What follows belongs to an exercise in optimizing a design on an open flow for small area; a production flow would make more cautious choices. Function was checked by simulation only, so behaviour that the tests miss may differ from the original. No activity file was given, so power comes from the tool's default toggle rates.

## top
module top(reset, en, clock, ps2clk, ps2data, h_sync, v_sync, r, g, b);
  input reset, en, clock, ps2clk, ps2data;
  output h_sync, v_sync;
  output [2:0] r;
  output [2:0] g;
  output [2:0] b;
  genvar k;
  reg [1:0] dc;
  always @(posedge clock or posedge reset)
    if (reset) dc <= 2'd0;
    else dc <= {dc[1] ^ (dc[0] & en), dc[0] ^ en};
  wire tick = en & ~dc[1] & dc[0];
  reg [3:0] ks;
  reg [3:0] ks_n;
  always @(*)
    case (ks)
      4'd0, 4'd1, 4'd2, 4'd3: ks_n = ps2clk ? ks + 4'd1 : 4'd0;
      4'd4:                   ks_n = ps2clk ? 4'd4 : 4'd5;
      4'd5, 4'd6, 4'd7:       ks_n = ps2clk ? 4'd1 : ks + 4'd1;
      default:                ks_n = ps2clk ? 4'd1 : 4'd0;
    endcase
  always @(posedge clock or posedge reset)
    if (reset) ks <= 4'd0;
    else if (tick) ks <= ks_n;
  wire fe = tick & ks[3];
  reg [3:0] cnt;
  reg       f0;
  reg [2:0] cc;
  reg       par;
  wire start = ~cnt[3] & cnt[1];
  wire last  = ~cnt[3] & ~cnt[1] & cnt[0];
  wire [2:0] d = cnt[2:0];
  reg e1;
  always @(*)
    case (d)
      3'd0: e1 = 1'b1;
      3'd1: e1 = cc[0];
      3'd2: e1 = ~(cc[0] | cc[2]);
      3'd3: e1 = cc[2];
      3'd4: e1 = ~cc[2];
      3'd5: e1 = 1'b1;
      3'd6: e1 = ~(cc[2] & cc[1]);
      default: e1 = 1'b0;
    endcase
  wire e = f0 ? e1 : d[2];
  wire mis = (ps2data ^ e) & ~(cc[1] & cc[0]);
  reg [2:0] t;
  always @(*)
    if (!f0) t = 3'b011;
    else case ({cc, d})
      {3'b000, 3'd0}: t = 3'b001;
      {3'b000, 3'd1}: t = 3'b100;
      {3'b000, 3'd3}: t = 3'b110;
      {3'b001, 3'd1}: t = 3'b010;
      {3'b100, 3'd6}: t = 3'b101;
      default:        t = 3'b011;
    endcase
  wire [2:0] cn = start  ? {3{ps2data}} :
                  cnt[3] ? (mis ? t : cc) :
                  cc | {3{~(par ^ ps2data)}};
  always @(posedge clock)
    if (fe) begin
      cc  <= cn;
      par <= (start ? 1'b0 : par) ^ ps2data;
    end
  wire good = ~(cc[2] & cc[1] & cc[0]) & ps2data;
  wire rel  = fe & last & good & f0;
  always @(posedge clock or posedge reset)
    if (reset) begin
      cnt <= 4'b0111;
      f0  <= 1'b0;
    end else if (fe) begin
      cnt <= last ? 4'b0111 : cnt + 4'd1;
      if (last & good) f0 <= ~f0 & (cc == 3'b000);
    end
  wire hu = (cc == 3'b000), hd = (cc == 3'b001);
  wire wu = (cc == 3'b100), wd = (cc == 3'b010);
  wire ft = (cc == 3'b101), it = (cc == 3'b110);
  ...
export LEC_CHECK = 0
export CAP_MARGIN = 5
export CORE_MARGIN = 2
export CORE_UTILIZATION = 65
export SLEW_MARGIN = 5
create_clock -name core_clock -period 10.0 [get_ports {clock}]
standard.sh (not shown) runs the stock make flow with config.mk's settings and CLKGATE_MAP_FILE= SYNTH_SCRIPT=/design/flow/synth_recipe.tcl, a recipe that flattens the netlist after the stock synthesis.
==> flow/flow/run.sh <==
#!/bin/bash
# Standard layout flow with single-strength port buffers and a clock tree
# built from clkbuf_8 cells without dummy loads.
set -euo pipefail
export BUFFER_PORTS_ARGS="-buffer_cell sky130_fd_sc_hd__buf_1"
export CTS_ARGS="-sink_clustering_enable -repair_clock_nets -buf_list sky130_fd_sc_hd__clkbuf_8 -dont_use_dummy_load"
bash standard.sh > standard.log 2>&1
The baseline went through all stages and came out clean.
==> next run, changes <==
==> flow/flow/run.sh (replaced) <==
#!/bin/bash
# Standard layout flow with single-strength port buffers, a clock tree
# built from clkbuf_8 cells without dummy loads, and downsizing of gates
# off the critical paths after global routing.
set -euo pipefail
export BUFFER_PORTS_ARGS="-buffer_cell sky130_fd_sc_hd__buf_1"
export CTS_ARGS="-sink_clustering_enable -repair_clock_nets -buf_list sky130_fd_sc_hd__clkbuf_8 -dont_use_dummy_load"
export RECOVER_POWER=100
bash standard.sh > standard.log 2>&1
- CAP_MARGIN: 5 -> 20
- SLEW_MARGIN: 5 -> 20
Result: This time the run finished but failed the layout checks on max-capacitance violations, max-slew violations; wire length grows by 0.44%; combinational power stays flat; total power shrinks by 0.34%; worst setup slack is worse by 0.16 ns; area after synthesis does not change; fmax shrinks by 2.2%; core utilization shrinks by 0.62 points.
==> next run, changes <==
==> flow/flow/run.sh (replaced) <==
#!/bin/bash
# Standard layout flow with single-strength port buffers and a clock tree
# built from clkbuf_8 cells without dummy loads.
set -euo pipefail
export BUFFER_PORTS_ARGS="-buffer_cell sky130_fd_sc_hd__buf_1"
export CTS_ARGS="-sink_clustering_enable -repair_clock_nets -buf_list sky130_fd_sc_hd__clkbuf_8 -dont_use_dummy_load"
bash standard.sh > standard.log 2>&1
This time the run produced a clean layout; routed wire length went down slightly; final cell count is unchanged; power increases slightly; first-iteration DRC count went down by roughly a tenth; global-route usage stays the same; core utilization climbs by 0.62 points; sequential power is about the same.
==> next run, changes <==
==> flow/run.sh (new file) <==
#!/bin/bash
# synth_recipe.tcl (not shown) runs the flow's synth.tcl, then flattens the netlist and writes it again
# the make line also repeats each setting of config.mk as NAME=value (left out here)
make -C /OpenROAD-flow-scripts/flow DESIGN_CONFIG=/design/flow/config.mk WORK_HOME=/design/flow/orfs CLKGATE_MAP_FILE= SYNTH_SCRIPT=/design/flow/synth_recipe.tcl finish
- CORE_UTILIZATION: 65 -> 40
- CTS_BUF_LIST: not set -> sky130_fd_sc_hd__clkbuf_8
- CTS_CLUSTER_DIAMETER: not set -> 100
- CTS_CLUSTER_SIZE: not set -> 30
removed: flow/flow/run.sh
removed: flow/standard.sh
What happened: The changed run completed with no timing, DRC or antenna violations; setup slack degrades by 0.49 ns; flip-flop and latch count stays the same; non-clock buffer count does not change; synthesized cell count does not change; total power rises by about 10%; clock skew went down by 0.020 ns; count of clock-buffer cells in the layout rose by 2; wire length rose by 5.3%.
==> next run, changes <==
==> flow/flow/run.sh (new file) <==
#!/bin/bash
# Standard layout flow with single-strength port buffers and a clock tree
# built from clkbuf_8 cells without dummy loads.
set -euo pipefail
export BUFFER_PORTS_ARGS="-buffer_cell sky130_fd_sc_hd__buf_1"
export CTS_ARGS="-sink_clustering_enable -repair_clock_nets -buf_list sky130_fd_sc_hd__clkbuf_8 -dont_use_dummy_load"
bash standard.sh > standard.log 2>&1
==> flow/standard.sh (new file) <==
#!/bin/bash
# synth_recipe.tcl (not shown) runs the flow's synth.tcl, then flattens the netlist and writes it again
# the make line also repeats each setting of config.mk as NAME=value (left out here)
make -C /OpenROAD-flow-scripts/flow DESIGN_CONFIG=/design/flow/config.mk WORK_HOME=/design/flow/orfs CLKGATE_MAP_FILE= SYNTH_SCRIPT=/design/flow/synth_recipe.tcl "${@:-finish}"
- CTS_BUF_LIST: sky130_fd_sc_hd__clkbuf_8 -> not set
- CTS_CLUSTER_DIAMETER: 100 -> not set
- CTS_CLUSTER_SIZE: 30 -> not set
removed: flow/run.sh
What happened:
- The new run finished clean
- clock skew is higher by 0.011 ns
- wire length is lower by 1.9%
- die area stays the same
- maximum frequency is higher by 7.4%
- sequential cell count stays the same
- global-route usage is about the same
- count of clock-buffer cells in the layout is lower by 2
- utilization is lower by 1.7 points
- final area is lower by about 4%
- register-to-register slack hardly moves
==> next run, changes <==
==> flow/run.sh (new file) <==
#!/bin/bash
# synth_recipe.tcl (not shown) runs the flow's synth.tcl, then flattens the netlist and writes it again
# the make line also repeats each setting of config.mk as NAME=value (left out here)
make -C /OpenROAD-flow-scripts/flow DESIGN_CONFIG=/design/flow/config.mk WORK_HOME=/design/flow/orfs CLKGATE_MAP_FILE= SYNTH_SCRIPT=/design/flow/synth_recipe.tcl finish
- CORE_UTILIZATION: 40 -> 65
- CTS_BUF_LIST: not set -> sky130_fd_sc_hd__clkbuf_8
- CTS_CLUSTER_DIAMETER: not set -> 150
- CTS_CLUSTER_SIZE: not set -> 40
removed: flow/flow/run.sh
removed: flow/standard.sh
After rerunning: The new run ran to the end with no violations; die area drops by 37%; routed wire length drops by 1.5%; register-to-register slack loses 0.02 ns; fmax drops by 6.2%; clock power climbs by 27%; core utilization climbs by 30 points.

-- port drivers added, routing unchanged --
The flow's constraints put no driver on any port. The routed layouts listed below were extracted and timed again, unchanged, in two steps.
Step 1 sets driving cells, clkbuf_16 on the clock port and buf_2 on the other inputs (assumed; they add their load-dependent delay and slew).
Step 2 also shifts input and output timing later by t, the mid clock arrival at the registers, as if the neighbouring blocks saw the same clock.
Slacks: ideal / step 1 / step 2; pairs: ideal / step 1.
| run | t (ns) | slack for setup (ns) | worst register clock-pin slew, ns |
|---|---|---|---|
| the first run | 0.365 | 2.952 / 2.922 / 3.287 | 0.09 / 0.09 |
| the second run | 0.368 | 2.794 / 2.764 / 3.132 | 0.09 / 0.09 |
| the third run | 0.365 | 2.952 / 2.922 / 3.287 | 0.09 / 0.09 |
| the fourth run | 0.372 | 2.459 / 2.428 / 2.800 | 0.08 / 0.08 |
| the fifth run | 0.359 | 2.980 / 2.950 / 3.309 | 0.08 / 0.08 |
| the sixth run | 0.379 | 2.513 / 2.483 / 2.862 | 0.10 / 0.10 |
